From an optimization exercise on the open Yosys and OpenROAD flow, aimed at small area; shortcuts taken in it are not production practice.
Function was checked by simulation only, so behaviour that the tests miss may differ from the original.
Power and IR drop assume default switching activity.

## the baseline
==> flow/design.v (excerpt) <==
module ahb_pwm(
    input              I_ahb_clk,
    input              I_rst,
    input   [1:0]      I_ahb_htrans,
    input              I_ahb_hwrite,
    input   [31:0]     I_ahb_haddr,
    input   [2:0]      I_ahb_hsize,
    input   [2:0]      I_ahb_hburst,
    input   [3:0]      I_ahb_hprot,
    input              I_ahb_hmastlock,
    input   [31:0]     I_ahb_hwdata,
    output  reg [31:0] O_ahb_hrdata,
    output  wire[1:0]  O_ahb_hresp,
    output  wire       O_ahb_hready,
    output  [7:0]      pwmo
);
Size: roughly 530 flip-flops, ~120 I/O pins, roughly 0.024 mm^2 of cells after synthesis.
==> flow/config.mk <==
export PLATFORM = sky130hd
export DESIGN_NAME = ahb_pwm
export DESIGN_NICKNAME = ahb_pwm
export VERILOG_FILES = /design/flow/design.v
export SDC_FILE = /design/flow/constraint.sdc
export NUM_CORES = 4
export LEC_CHECK = 0
export CAP_MARGIN = 20
export CORE_MARGIN = 2
export CORE_UTILIZATION = 60
export CTS_BUF_LIST = sky130_fd_sc_hd__clkbuf_16
export CTS_CLUSTER_DIAMETER = 80
export CTS_CLUSTER_SIZE = 24
export PLACE_DENSITY = 0.7
export SLEW_MARGIN = 20
export SYNTH_HIERARCHICAL = 1
==> flow/constraint.sdc <==
create_clock -name core_clock -period 5.0 [get_ports {I_ahb_clk}]
set_input_delay 1.0000 -clock core_clock [delete_from_list [all_inputs] [get_ports {I_ahb_clk}]]
set_output_delay 1.0000 -clock core_clock [all_outputs]
set_load 0.01 [all_outputs]
run.sh (not shown) runs the stock make flow with config.mk's settings and CLKGATE_MAP_FILE= SYNTH_SCRIPT=/design/flow/synth_recipe.tcl, a recipe that flattens the netlist after the stock synthesis.
### the baseline -> the candidate
==> flow/flow/run.sh (new file) <==
#!/bin/bash
# Layout flow: the standard ORFS flow (standard.sh, unchanged synthesis),
# with three changes to how the layout is made:
#  - ports are buffered with sky130_fd_sc_hd__buf_1 instead of the default
#    port buffer cell;
#  - clock tree synthesis uses clkbuf_8 leaf clusters and no dummy loads;
#  - after global routing, cells on paths with positive slack are downsized
#    (ORFS RECOVER_POWER).
# All tool output goes to flow.log in this folder; ORFS keeps each step's
# log under orfs/logs/.
set -euo pipefail
bash standard.sh \
  "BUFFER_PORTS_ARGS=-buffer_cell sky130_fd_sc_hd__buf_1" \
  "CTS_ARGS=-sink_clustering_enable -repair_clock_nets -dont_use_dummy_load -buf_list sky130_fd_sc_hd__clkbuf_8 -sink_clustering_size 16 -sink_clustering_max_diameter 60" \
  "RECOVER_POWER=100" \
  finish > flow.log 2>&1
==> flow/standard.sh (new file) <==
#!/bin/bash
# synth_recipe.tcl (not shown) runs the flow's synth.tcl, then flattens the netlist and writes it again
# the make line also repeats each setting of config.mk as NAME=value (left out here)
make -C /OpenROAD-flow-scripts/flow DESIGN_CONFIG=/design/flow/config.mk WORK_HOME=/design/flow/orfs CLKGATE_MAP_FILE= SYNTH_SCRIPT=/design/flow/synth_recipe.tcl "${@:-finish}"
-- flow/config.mk --
<<< the baseline, line 9
export CORE_MARGIN = 2
export CORE_UTILIZATION = 60
export CTS_BUF_LIST = sky130_fd_sc_hd__clkbuf_16
export CTS_CLUSTER_DIAMETER = 80
export CTS_CLUSTER_SIZE = 24
export PLACE_DENSITY = 0.7
export SLEW_MARGIN = 20
>>> the candidate, line 9
export CORE_MARGIN = 2
export CORE_UTILIZATION = 60
export CTS_BUF_LIST = sky130_fd_sc_hd__clkbuf_8
export CTS_CLUSTER_DIAMETER = 60
export CTS_CLUSTER_SIZE = 16
export PLACE_DENSITY = 0.7
export SLEW_MARGIN = 20
removed: flow/run.sh
Comparing the candidate and the baseline, the one run not ending clean was the candidate. Although the candidate finished all stages, its layout failed final checks on capacitance limit, slew limit. Sort the candidate and the baseline by logic depth of the worst setup path including buffers, descending, and the baseline comes first. On first-iteration DRC count: the candidate sits below the baseline. Per the comparison of the candidate with the baseline, power fell by 7.0%, wire length stayed essentially flat.

---

Another version of the RTL of ahb_pwm (not shown whole).
Size in the first run: ~2600 cells after synthesis, roughly 120 I/O pins, roughly 26000 µm² of cells after synthesis.
## ahb_pwm
module ahb_pwm(
    input              I_ahb_clk,
    input              I_rst,
    input   [1:0]      I_ahb_htrans,
    input              I_ahb_hwrite,
    input   [31:0]     I_ahb_haddr,
    input   [2:0]      I_ahb_hsize,
    input   [2:0]      I_ahb_hburst,
    input   [3:0]      I_ahb_hprot,
    input              I_ahb_hmastlock,
    input   [31:0]     I_ahb_hwdata,
    output  reg [31:0] O_ahb_hrdata,
    output  wire[1:0]  O_ahb_hresp,
    output  wire       O_ahb_hready,
    output  [7:0]      pwmo
);
Settings: LEC_CHECK=0, CAP_MARGIN=20, CORE_MARGIN=2, CORE_UTILIZATION=40, PLACE_DENSITY=0.6, SLEW_MARGIN=20, SYNTH_HIERARCHICAL=1; clock period 5.0 ns.
Stock flow here: none of the scripts above is used.
Then changed:
- CORE_UTILIZATION: 40 -> 60
- CTS_BUF_LIST: default -> sky130_fd_sc_hd__clkbuf_4
- PLACE_DENSITY: 0.6 -> 0.7
Outcome: Die area goes down by 33%. Worst setup slack gets better by 0.044 ns. Sequential power is about the same. Design area goes down by about 2.3%. Worst hold slack gets worse by 0.23 ns. Flip-flop and latch count does not change. Wire length goes down by about 4%. Combinational power is about the same. Final cell count goes down by about 5%. Global-route usage goes up by 12 points.

---

Setup of build 98:
RTL: one of the versions met above, not the one the previous note started from.
Size in the first run: ~530 flip-flops, about 120 I/O pins, about 0.024 mm2 of cells after synthesis.
==> flow/config.mk <==
export PLATFORM = sky130hd
export DESIGN_NAME = ahb_pwm
export DESIGN_NICKNAME = ahb_pwm
export VERILOG_FILES = /design/flow/design.v
export SDC_FILE = /design/flow/constraint.sdc
export NUM_CORES = 4
export LEC_CHECK = 0
export CAP_MARGIN = 20
export CORE_MARGIN = 2
export CORE_UTILIZATION = 60
export CTS_BUF_LIST = sky130_fd_sc_hd__clkbuf_8
export CTS_CLUSTER_DIAMETER = 60
export CTS_CLUSTER_SIZE = 16
export PLACE_DENSITY = 0.7
export SLEW_MARGIN = 20
export SYNTH_HIERARCHICAL = 1
==> flow/constraint.sdc <==
create_clock -name core_clock -period 5.0 [get_ports {I_ahb_clk}]
set_input_delay 1.0000 -clock core_clock [delete_from_list [all_inputs] [get_ports {I_ahb_clk}]]
set_output_delay 1.0000 -clock core_clock [all_outputs]
set_load 0.01 [all_outputs]
standard.sh (not shown) runs the stock make flow with config.mk's settings and CLKGATE_MAP_FILE= SYNTH_SCRIPT=/design/flow/synth_recipe.tcl, a recipe that flattens the netlist after the stock synthesis.
==> flow/flow/run.sh <==
#!/bin/bash
# Layout flow: the standard ORFS flow (standard.sh, unchanged synthesis),
# with two changes to how the layout is made:
#  - ports are buffered with sky130_fd_sc_hd__buf_1 instead of the default
#    port buffer cell;
#  - clock tree synthesis uses clkbuf_8 leaf clusters and no dummy loads.
# All tool output goes to flow.log in this folder; ORFS keeps each step's
# log under orfs/logs/.
set -euo pipefail
bash standard.sh \
  "BUFFER_PORTS_ARGS=-buffer_cell sky130_fd_sc_hd__buf_1" \
  "CTS_ARGS=-sink_clustering_enable -repair_clock_nets -dont_use_dummy_load -buf_list sky130_fd_sc_hd__clkbuf_8 -sink_clustering_size 16 -sink_clustering_max_diameter 60" \
  finish > flow.log 2>&1
Build 98 closes out successfully: all stages finished, all timing, DRC and antenna checks passed.
Inputs modified between build 98 and build 24:
- a change of PLACE_DENSITY from 0.7 to 0.8
- an added GPL_TIMING_DRIVEN of 0
- a change of CORE_UTILIZATION from 60 to 70
[summary]
Delta (build 24 minus build 98): final area fell about 1.1%, total die area fell about 14%, final clock period utilization by the worst path rose 2.5 points, combinational fraction of design power about even, met3 usage rose 2.7 points. [build 24] core utilization rose 9.5 points relative to build 98. Build 98 leaves more setup margin than build 24.
Inputs modified between build 24 and build 71:
- clearing GPL_TIMING_DRIVEN, which used to be 0
- swapping 70 for 60 in CORE_UTILIZATION
- swapping 0.8 for 0.7 in PLACE_DENSITY
==> flow/run.sh (new file) <==
#!/bin/bash
# synth_recipe.tcl (not shown) runs the flow's synth.tcl, then flattens the netlist and writes it again
# the make line also repeats each setting of config.mk as NAME=value (left out here)
make -C /OpenROAD-flow-scripts/flow DESIGN_CONFIG=/design/flow/config.mk WORK_HOME=/design/flow/orfs CLKGATE_MAP_FILE= SYNTH_SCRIPT=/design/flow/synth_recipe.tcl finish
removed: flow/flow/run.sh
removed: flow/standard.sh
[summary]
- The fraction of area in registers in build 71 sits 1.8 points below the value recorded for build 24.
- Compared with build 24, build 71 shows a cell area after placement that is 3.3% higher.
- For the switching portion of total power, build 71 came in 0.51 points higher than build 24 did.
- In build 71, the utilization of the core after routing came out 7.4 points below the value in build 24.
- Delta(final antenna diode count, build 71 - build 24) > 0
Setup changes, build 71 to build 80
- CORE_UTILIZATION changed from 60 to 70
- PLACE_DENSITY changed from 0.7 to 0.8
- GPL_TIMING_DRIVEN newly set to 0
==> flow/flow/run.sh (new file) <==
#!/bin/bash
# Layout flow: the standard ORFS flow (standard.sh, unchanged synthesis),
# with two changes to how the layout is made:
#  - ports are buffered with sky130_fd_sc_hd__buf_1 instead of the default
#    port buffer cell;
#  - clock tree synthesis uses clkbuf_4 leaf clusters and no dummy loads.
# All tool output goes to flow.log in this folder; ORFS keeps each step's
# log under orfs/logs/.
set -euo pipefail
bash standard.sh \
  "BUFFER_PORTS_ARGS=-buffer_cell sky130_fd_sc_hd__buf_1" \
  "CTS_ARGS=-sink_clustering_enable -repair_clock_nets -dont_use_dummy_load -buf_list sky130_fd_sc_hd__clkbuf_4 -sink_clustering_size 10 -sink_clustering_max_diameter 40" \
  finish > flow.log 2>&1
==> flow/standard.sh (new file) <==
#!/bin/bash
# synth_recipe.tcl (not shown) runs the flow's synth.tcl, then flattens the netlist and writes it again
# the make line also repeats each setting of config.mk as NAME=value (left out here)
make -C /OpenROAD-flow-scripts/flow DESIGN_CONFIG=/design/flow/config.mk WORK_HOME=/design/flow/orfs CLKGATE_MAP_FILE= SYNTH_SCRIPT=/design/flow/synth_recipe.tcl "${@:-finish}"
removed: flow/run.sh
==> run summary <==
Every stage of the flow completed for build 80, and the final layout passed the timing, DRC and antenna checks. The post-layout minimum cycle time of build 80 is higher than that of build 71. Build 71 → build 80: clock transition time at the flip-flop clock pins of the worst setup and hold paths was more or less identical; switching share of total power went up by 0.34 points; later-pin clock latency in the skew report went up by 0.14 ns; total CTS buffers went up by about 60%; synthesis-to-layout area growth went down by 4.8 points. Share of total power in sequential cells in build 80 is 4.5 points above build 71. Build 80 vs. build 71: detailed-route vias per instance went up by about 5%. Build 80 vs build 71: total power down.

separate check: timing with driven ports:
Ports are ideal in the flow. The routed layouts listed here were re-timed in OpenROAD. Step 1 (the two cells are an assumption about what drives the block):
set clk [get_ports {I_ahb_clk}]
set_driving_cell -lib_cell sky130_fd_sc_hd__clkbuf_16 $clk
set_driving_cell -lib_cell sky130_fd_sc_hd__buf_2 [delete_from_list [all_inputs] $clk]
Step 2, shift: input delay + t, output delay - t, t = (earliest + latest rising clock arrival at the registers) / 2. This alone moves slack from input paths to output paths. Three values: no drivers, after step 1, after step 2; two values: the first two.
| run | t, ns | slack for setup (ns) | worst setup path after step 2 |
|---|---|---|---|
| the baseline | 0.671 | 0.818 / 0.818 / 0.817 | input to register |
| the candidate | 0.686 | 0.205 / 0.237 / -0.450 | input to register |
| the first run of note 2 | 0.689 | 0.717 / 0.717 / 0.717 | register to register |
| the second run of note 2 | 1.035 | 0.761 / 0.761 / 0.761 | register to register |
| build 98 | 0.683 | 0.830 / 0.830 / 0.795 | input to register |
| build 24 | 0.635 | 0.704 / 0.704 / 0.401 | input to register |
| build 71 | 0.702 | 0.804 / 0.804 / 0.804 | register to register |
| build 80 | 0.807 | 0.694 / 0.694 / 0.375 | input to register |
The setup slack of the candidate, which loses most, moves by +0.032 ns with the drivers and by -0.655 ns with both steps.
